Source: an optimization exercise on an open RTL-to-GDS flow (aim: small area and a short achievable clock period). Production flows keep margins and buffers that such runs may drop. At most, simulation tests tie the RTL to the original design; equivalence was not proved.

Design MACRegister, start of the top module:
module MACRegister(
    input clk,
    input rst,
    input [1:0] opcode,
    input [15:0] a,
    input [15:0] b,
    output [31:0] dataOut
    );
Size: roughly 32 flip-flops, ~68 I/O pins, roughly 9200 sq um of cells after synthesis.
Settings: LEC_CHECK=0, CAP_MARGIN=20, CORE_MARGIN=2, CORE_UTILIZATION=40, SETUP_SLACK_MARGIN=1.0, SLEW_MARGIN=20, SYNTH_HIERARCHICAL=1, SYNTH_MINIMUM_KEEP_SIZE=0; clock period 19.0 ns.
standard.sh (not shown) runs the stock make flow with config.mk's settings and CLKGATE_MAP_FILE= SYNTH_SCRIPT=/design/flow/synth_recipe.tcl, a recipe that flattens the netlist after the stock synthesis.
==> flow/flow/run.sh <==
#!/bin/bash
# Standard ORFS layout, with the port buffers made of buf_2 cells instead of the default choice.
set -euo pipefail
bash standard.sh "BUFFER_PORTS_ARGS=-buffer_cell sky130_fd_sc_hd__buf_2" finish > make_finish.log 2>&1
The starting point finished clean.
==> next run, changes <==
==> flow/flow/run.sh (replaced) <==
#!/bin/bash
# Standard ORFS layout, with buf_2 port buffers, and timing repair aiming for 10 ns of
# setup slack at the design's clock period (i.e. a tighter internal target).
set -euo pipefail
bash standard.sh "BUFFER_PORTS_ARGS=-buffer_cell sky130_fd_sc_hd__buf_2" "SETUP_SLACK_MARGIN=10" finish > make_finish.log 2>&1
Effect: The new run produced a clean layout. Final area climbs by roughly a tenth. Wire length climbs by a few percent. Core utilization climbs by 4.0 points. Via count climbs by a few percent.
==> next run, changes <==
==> flow/flow/run.sh (replaced) <==
#!/bin/bash
# Standard ORFS layout, with buf_2 port buffers, and timing repair aiming for 11 ns of
# setup slack at the design's clock period (i.e. a tighter internal target).
set -euo pipefail
bash standard.sh "BUFFER_PORTS_ARGS=-buffer_cell sky130_fd_sc_hd__buf_2" "SETUP_SLACK_MARGIN=11" finish > make_finish.log 2>&1
Result:
- non-clock buffer count increases by 98
- final area increases by about a fifth
- register-to-register slack is better by 150 ps
- via count increases by roughly a tenth
- first-iteration DRC count increases by about a fifth
- count of clock-buffer cells in the layout stays the same
No functional check of the RTL was part of any run of this note.


MACRegister, a different RTL version from the one above (not shown whole).
For scale: about 880 cells after synthesis.
Settings: LEC_CHECK=0, CAP_MARGIN=20, CORE_MARGIN=2, CORE_UTILIZATION=55, PLACE_DENSITY=0.75, SETUP_SLACK_MARGIN=1.0, SLEW_MARGIN=20, SYNTH_HIERARCHICAL=1, SYNTH_MINIMUM_KEEP_SIZE=0; clock period 19.0 ns.
==> flow/flow/run.sh <==
#!/bin/bash
# Standard ORFS layout, with buf_2 port buffers; before floorplanning, logic cells are set to
# drive strength 1 (flow/downsize.tcl), and timing repair aims for 10.75 ns of setup slack at
# the design's clock period (a tighter internal target), sizing up only what needs it.
set -euo pipefail
export PRE_FLOORPLAN_TCL="$(pwd)/flow/downsize.tcl"
bash standard.sh "BUFFER_PORTS_ARGS=-buffer_cell sky130_fd_sc_hd__buf_2" "SETUP_SLACK_MARGIN=10.75" finish > make_finish.log 2>&1
==> flow/flow/downsize.tcl <==
# Before floorplanning: give every logic cell that synthesis sized up the drive strength 1 of
# its family (same function and pins). The timing repair later in the flow sizes up again
# only the cells on paths that need it. Flip-flops and clock cells are left alone.
set db [ord::get_db]
set n 0
foreach inst [[ord::get_db_block] getInsts] {
  set m [[$inst getMaster] getName]
  if {![regexp {^(sky130_fd_sc_hd__[a-z0-9]+)_([0-9]+)$} $m -> base sz]} { continue }
  if {$sz <= 1} { continue }
  if {[regexp {__(df|sdf|edf|dl|clk|buf|conb|tap|fill|decap)} $base]} { continue }
  set small [$db findMaster ${base}_1]
  if {$small eq "NULL" || $small eq ""} { continue }
  $inst swapMaster $small
  incr n
}
puts "downsize.tcl: $n cells set to drive strength 1"
==> next run, changes <==
==> flow/flow/run.sh (replaced) <==
#!/bin/bash
# Standard ORFS layout, with buf_2 port buffers, and timing repair aiming for 10.5 ns of
# setup slack at the design's clock period (i.e. a tighter internal target).
set -euo pipefail
bash standard.sh "BUFFER_PORTS_ARGS=-buffer_cell sky130_fd_sc_hd__buf_2" "SETUP_SLACK_MARGIN=10.5" finish > make_finish.log 2>&1
removed: flow/flow/downsize.tcl
The changed run ran to the end with no violations.
Flip-flop and latch count is unchanged.
Via count falls by 1.2%.
Die area increases by 3.1%.
Non-clock buffer count rose by 7.
Design area is higher by 2.9%.
No functional check of the RTL was part of any run of this note.


Setup of job 8013:
Another version of the RTL of MACRegister (not shown whole).
Size in the first run: roughly 990 cells after synthesis, ~32 flip-flops, ~68 I/O pins.
export LEC_CHECK = 0
export CAP_MARGIN = 20
export CORE_MARGIN = 2
export CORE_UTILIZATION = 55
export PLACE_DENSITY = 0.75
export SETUP_SLACK_MARGIN = 1.0
export SLEW_MARGIN = 20
export SYNTH_HIERARCHICAL = 1
export SYNTH_MINIMUM_KEEP_SIZE = 0
create_clock -name core_clock -period 19.0 [get_ports {clk}]
==> flow/flow/run.sh <==
#!/bin/bash
# Standard ORFS layout, with buf_2 port buffers; timing repair aims for 9.5 ns of setup slack
# at the design's clock period, then power recovery downsizes cells off the critical paths.
set -euo pipefail
bash standard.sh "BUFFER_PORTS_ARGS=-buffer_cell sky130_fd_sc_hd__buf_2" "SETUP_SLACK_MARGIN=9.5" "RECOVER_POWER=100" finish > make_finish.log 2>&1
Ran to the end and failed final checks on max-capacitance violations, max-slew violations: job 8013.
> inputs changed (job 8013 -> job 4629)
==> flow/flow/run.sh <==
#!/bin/bash
# Standard ORFS layout, with the port buffers made of buf_2 cells instead of the default choice.
set -euo pipefail
bash standard.sh "BUFFER_PORTS_ARGS=-buffer_cell sky130_fd_sc_hd__buf_2" finish > make_finish.log 2>&1
-- flow/config.mk --
<<< job 8013, line 10
export CORE_UTILIZATION = 55
export PLACE_DENSITY = 0.75
>>> job 4629, line 10
export CORE_UTILIZATION = 40
==> comparison <==
Job 4629 reached the final stage; the timing, DRC and antenna checks on its layout passed.
When the final numbers for job 8013 and job 4629 were put side by side, the final instance area turned out to be greater in job 4629.
Changes observed in job 4629 relative to job 8013: routed wire length per instance dropped about 2%; share of cells above drive strength 1 climbed 3.9 points; largest fanout on the critical path barely changed.
Job 8013 vs job 4629, destination of the critical timing path: register[26] vs register[16]
Input-level comparison between job 1432 and job 4629:
==> flow/flow/run.sh <==
#!/bin/bash
# Standard ORFS layout, with buf_2 port buffers; timing repair aims for 10 ns of setup slack
# at the design's clock period, then power recovery downsizes cells off the critical paths.
set -euo pipefail
bash standard.sh "BUFFER_PORTS_ARGS=-buffer_cell sky130_fd_sc_hd__buf_2" "SETUP_SLACK_MARGIN=10" "RECOVER_POWER=100" finish > make_finish.log 2>&1
-- flow/config.mk --
<<< job 4629, line 10
export CORE_UTILIZATION = 40
>>> job 1432, line 10
export CORE_UTILIZATION = 55
export PLACE_DENSITY = 0.75
==> notes.md <==
- From the logs: job 1432 reached the end of the flow and failed the layout checks with max-capacitance violations, max-slew violations.
- In the reports for job 4629 and job 1432, the larger number of cell rows belongs to job 4629.
- On met2 wire length: between job 4629 and job 1432, it ends up lower for job 1432.
- Looking at first-pass GRT wire length across job 4629 and job 1432, the one that comes out lower is job 1432.
- Delta (job 1432 minus job 4629): number of well-tap cells placed fell by 64; buffer count excluding the clock tree in the final layout went up; iteration count of the initial detailed-routing pass went up; post-route core utilization rose 16 points.
For job 8090, these inputs were changed with respect to job 1432:
==> flow/flow/run.sh <==
#!/bin/bash
# Standard ORFS layout, with buf_2 port buffers, and timing repair aiming for 10 ns of
# setup slack at the design's clock period (i.e. a tighter internal target).
set -euo pipefail
bash standard.sh "BUFFER_PORTS_ARGS=-buffer_cell sky130_fd_sc_hd__buf_2" "SETUP_SLACK_MARGIN=10" finish > make_finish.log 2>&1
-- flow/config.mk --
<<< job 1432, line 10
export CORE_UTILIZATION = 55
export PLACE_DENSITY = 0.75
>>> job 8090, line 10
export CORE_UTILIZATION = 40
Notes after the runs:
- When job 8090 is set beside job 1432, its multi-input gate area in the final layout turns out to be 0.73% larger.
- Job 8090: no failed stages, no open violations at the end
- Job 8090 gives less global-route usage than job 1432 did.
- Looking only at global routing usage on met3, and setting everything else aside, the higher value of job 8090 and job 1432 goes to job 1432.
- Fmax: job 8090 higher than job 1432
- Detailed-route wire length: job 8090 worse than job 1432
- Area: job 8090 vs job 1432 -> job 8090 larger
- Met2 capacity usage during global routing: job 8090 < job 1432
### job 8090 -> job 1597
==> flow/flow/run.sh <==
#!/bin/bash
# Standard ORFS layout, with the port buffers made of buf_2 cells instead of the default choice.
set -euo pipefail
bash standard.sh "BUFFER_PORTS_ARGS=-buffer_cell sky130_fd_sc_hd__buf_2" finish > make_finish.log 2>&1
-- flow/config.mk --
<<< job 8090, line 10
export CORE_UTILIZATION = 40
>>> job 1597, line 10
export CORE_UTILIZATION = 70
export PLACE_DENSITY = 0.85
Findings:
Logic depth of the worst setup path including buffers: job 1597 and job 8090 compared, lower one is job 8090. Between job 1597 and job 8090, via count is lower for job 8090, job 1597 comes in above that. [compare] base=job 8090 new=job 1597: weighted congestion reported at the end of routability-driven placement went up by about 9%; vertical die dimension went down about 24%; buffer depth of the longest clock path barely changed; setup slack shrank by 0.28 ns. Summary of job 1597 over job 8090: final clock period utilization by the worst path picked up an extra 1.5 points. Relative to job 8090, worst endpoint required time has gone up in job 1597.
Setup changes, job 1597 to job 9853
-- flow/config.mk --
<<< job 1597, line 10
export CORE_UTILIZATION = 70
export PLACE_DENSITY = 0.85
>>> job 9853, line 10
export CORE_UTILIZATION = 55
export PLACE_DENSITY = 0.75
[summary]
Job 9853 ended with more area added between synthesis and finish than job 1597. Core box area, job 9853 and job 1597: smaller value in job 1597.


Another version of the RTL of MACRegister (not shown whole).
For scale: about 930 cells after synthesis, about 32 flip-flops, ~9000 sq um of cells after synthesis.
export LEC_CHECK = 0
export CAP_MARGIN = 20
export CORE_MARGIN = 2
export CORE_UTILIZATION = 55
export PLACE_DENSITY = 0.75
export SETUP_SLACK_MARGIN = 1.0
export SLEW_MARGIN = 20
export SYNTH_HIERARCHICAL = 1
export SYNTH_MINIMUM_KEEP_SIZE = 0
create_clock -name core_clock -period 19.0 [get_ports {clk}]
==> flow/flow/run.sh <==
#!/bin/bash
# Standard ORFS layout, with buf_2 port buffers, and timing repair aiming for 10 ns of
# setup slack at the design's clock period (i.e. a tighter internal target).
set -euo pipefail
bash standard.sh "BUFFER_PORTS_ARGS=-buffer_cell sky130_fd_sc_hd__buf_2" "SETUP_SLACK_MARGIN=10" finish > make_finish.log 2>&1
Then changed:
==> flow/flow/run.sh (replaced) <==
#!/bin/bash
# Standard ORFS layout, with buf_2 port buffers, and timing repair aiming for 10.5 ns of
# setup slack at the design's clock period (i.e. a tighter internal target).
set -euo pipefail
bash standard.sh "BUFFER_PORTS_ARGS=-buffer_cell sky130_fd_sc_hd__buf_2" "SETUP_SLACK_MARGIN=10.5" finish > make_finish.log 2>&1
Outcome: The changed run produced a clean layout. Count of clock-buffer cells in the layout does not change. Final cell count barely changes. Non-clock buffer count rose by 3. Worst hold slack is about the same. Global-route usage stays flat.
Then changed:
==> flow/flow/run.sh (replaced) <==
#!/bin/bash
# Standard ORFS layout, with buf_2 port buffers (buf_1 on the outputs, flow/outbuf.tcl after
# global placement), and timing repair aiming for 11.5 ns of setup slack at the design's clock
# period (a tighter internal target), working on the worst paths only (TNS_END_PERCENT=0).
set -euo pipefail
export POST_GLOBAL_PLACE_TCL="$(pwd)/flow/outbuf.tcl"
bash standard.sh "BUFFER_PORTS_ARGS=-buffer_cell sky130_fd_sc_hd__buf_2" "SETUP_SLACK_MARGIN=11.5" "TNS_END_PERCENT=0" finish > make_finish.log 2>&1
==> flow/flow/outbuf.tcl (new file) <==
# After global placement: the buffers that buffer_ports put on the output ports drive only
# the port's load, so give them drive strength 1.
set db [ord::get_db]
set small [$db findMaster sky130_fd_sc_hd__buf_1]
set n 0
foreach bterm [[ord::get_db_block] getBTerms] {
  if {[$bterm getIoType] ne "OUTPUT"} { continue }
  set net [$bterm getNet]
  foreach iterm [$net getITerms] {
    if {![$iterm isOutputSignal]} { continue }
    set inst [$iterm getInst]
    if {[string match sky130_fd_sc_hd__buf_* [[$inst getMaster] getName]]} {
      $inst swapMaster $small
      incr n
    }
  }
}
puts "outbuf.tcl: $n output port buffers set to buf_1"
CTS_BUF_LIST = sky130_fd_sc_hd__clkbuf_8   (was default)
The new run passed the timing, DRC and antenna checks.
Flip-flop and latch count does not change.
Count of clock-buffer cells in the layout grows by 1.
First-iteration DRC count drops by roughly a tenth.
Setup slack gains 0.44 ns.
Critical path depth does not change.
Then changed:
==> flow/flow/run.sh (replaced) <==
#!/bin/bash
# Standard ORFS layout, with the port buffers made of buf_2 cells instead of the default choice.
set -euo pipefail
bash standard.sh "BUFFER_PORTS_ARGS=-buffer_cell sky130_fd_sc_hd__buf_2" finish > make_finish.log 2>&1
CTS_BUF_LIST = default   (was sky130_fd_sc_hd__clkbuf_8)
removed: flow/flow/outbuf.tcl
Sequential share of layout area came out higher by 0.25 points.
Global-route usage came out lower by 1.5 points.
Clock-buffer cell count came out lower by 1.
Then changed:
==> flow/flow/run.sh (replaced) <==
#!/bin/bash
# Standard ORFS layout, with buf_1 port buffers, and timing repair aiming for 10.75 ns of
# setup slack at the design's clock period (i.e. a tighter internal target).
set -euo pipefail
bash standard.sh "BUFFER_PORTS_ARGS=-buffer_cell sky130_fd_sc_hd__buf_1" "SETUP_SLACK_MARGIN=10.75" finish > make_finish.log 2>&1
After rerunning: Routed wire length grows by 7.2%. Fmax climbs by 6.8%. Register-to-register slack improved by 0.42 ns. Global-route usage came out higher by 0.15 points. Worst hold slack is about the same. Sequential share of layout area came out lower by 0.48 points. Cell count rose by 5.1%. Design area came out higher by 7.3%.


## wip/harbor
Another version of the RTL of MACRegister (not shown whole).
Size in the first run: about 960 cells after synthesis, ~32 flip-flops, roughly 68 I/O pins, roughly 9200 um2 of cells after synthesis.
==> flow/config.mk <==
export PLATFORM = sky130hd
export DESIGN_NAME = MACRegister
export DESIGN_NICKNAME = MACRegister
export VERILOG_FILES = /design/flow/design.v
export SDC_FILE = /design/flow/constraint.sdc
export NUM_CORES = 4
export LEC_CHECK = 0
export CAP_MARGIN = 20
export CORE_MARGIN = 2
export CORE_UTILIZATION = 40
export SETUP_SLACK_MARGIN = 1.0
export SLEW_MARGIN = 20
export SYNTH_HIERARCHICAL = 1
export SYNTH_MINIMUM_KEEP_SIZE = 0
==> flow/constraint.sdc <==
create_clock -name core_clock -period 19.0 [get_ports {clk}]
set_input_delay 3.8000 -clock core_clock [delete_from_list [all_inputs] [get_ports {clk}]]
set_output_delay 3.8000 -clock core_clock [all_outputs]
set_load 0.01 [all_outputs]
==> flow/flow/run.sh <==
#!/bin/bash
# Standard ORFS layout, with the port buffers made of buf_2 cells instead of the default choice.
set -euo pipefail
bash standard.sh "BUFFER_PORTS_ARGS=-buffer_cell sky130_fd_sc_hd__buf_2" finish > make_finish.log 2>&1
Edits applied to the flow inputs when going from wip/harbor to wip/juniper:
==> flow/flow/run.sh <==
#!/bin/bash
# Standard ORFS layout, with buf_2 port buffers, and timing repair aiming for 11 ns of
# setup slack at the design's clock period (i.e. a tighter internal target).
set -euo pipefail
bash standard.sh "BUFFER_PORTS_ARGS=-buffer_cell sky130_fd_sc_hd__buf_2" "SETUP_SLACK_MARGIN=11" finish > make_finish.log 2>&1
==> comparison <==
- Compare wip/harbor and wip/juniper | placer's final routability congestion estimate higher: wip/harbor
- Across both runs, post-route non-filler standard cell count was higher for wip/juniper than for wip/harbor.
- Pre-CTS worst setup slack is higher on wip/juniper
- [wip/juniper vs wip/harbor] maximum achievable frequency: higher in wip/juniper
> inputs changed (wip/juniper -> wip/raven)
==> flow/flow/run.sh <==
#!/bin/bash
# Standard ORFS layout, with buf_2 port buffers, and timing repair aiming for 10 ns of
# setup slack at the design's clock period (i.e. a tighter internal target).
set -euo pipefail
bash standard.sh "BUFFER_PORTS_ARGS=-buffer_cell sky130_fd_sc_hd__buf_2" "SETUP_SLACK_MARGIN=10" finish > make_finish.log 2>&1
--- outcome ---
- Going from wip/juniper to wip/raven, actual transition at the worst max-transition pin lower; time the final worst path needs with I/O delays and setup now sits higher.
- wip/raven against wip/juniper; post-route non-filler standard cell count is down by a little under 10%.
No functional check of the RTL was part of any run of this note.

-- afterwards: timing with drivers on the ports --
The flow's constraints put no driver on any port. The routed layouts listed below were extracted and timed again, unchanged, in two steps. Step 1 (the two cells are an assumption about what drives the block):
set clk [get_ports {clk}]
set_driving_cell -lib_cell sky130_fd_sc_hd__clkbuf_16 $clk
set_driving_cell -lib_cell sky130_fd_sc_hd__buf_2 [delete_from_list [all_inputs] $clk]
Step 2 also shifts input and output timing later by t, the mid clock arrival at the registers, as if the neighbouring blocks saw the same clock. Slacks: ideal / step 1 / step 2; pairs: ideal / step 1.
run	t, ns	setup slack, ns	cell pins on the clock port's net
the first run of note 1	0.349	9.115 / 9.138 / 8.790	1
the second run of note 1	0.350	10.199 / 10.225 / 9.875	1
the third run of note 1	0.348	10.409 / 10.404 / 10.057	1
the first run of note 2	0.340	10.449 / 10.439 / 10.100	1
the second run of note 2	0.341	10.439 / 10.429 / 10.089	1
job 8013	0.326	9.421 / 9.428 / 9.103	1
job 4629	0.329	9.881 / 9.894 / 9.566	1
job 1432	0.319	9.165 / 9.164 / 8.845	1
job 8090	0.323	10.199 / 10.212 / 9.890	1
job 1597	0.320	9.918 / 9.928 / 9.608	1
job 9853	0.327	9.983 / 9.989 / 9.663	1
the first run of note 4	0.338	10.257 / 10.278 / 9.940	1
the second run of note 4	0.339	10.676 / 10.694 / 10.355	1
the third run of note 4	0.356	11.114 / 11.103 / 10.747	1
the fourth run of note 4	0.338	10.257 / 10.278 / 9.940	1
the fifth run of note 4	0.336	10.816 / 10.834 / 10.498	1
wip/harbor	0.338	9.819 / 9.834 / 9.496	1
wip/juniper	0.344	10.771 / 10.601 / 10.257	1
wip/raven	0.338	10.223 / 10.204 / 9.866	1
The setup slack of wip/juniper, which loses most, moves by -0.170 ns with the drivers and by -0.514 ns with both steps.
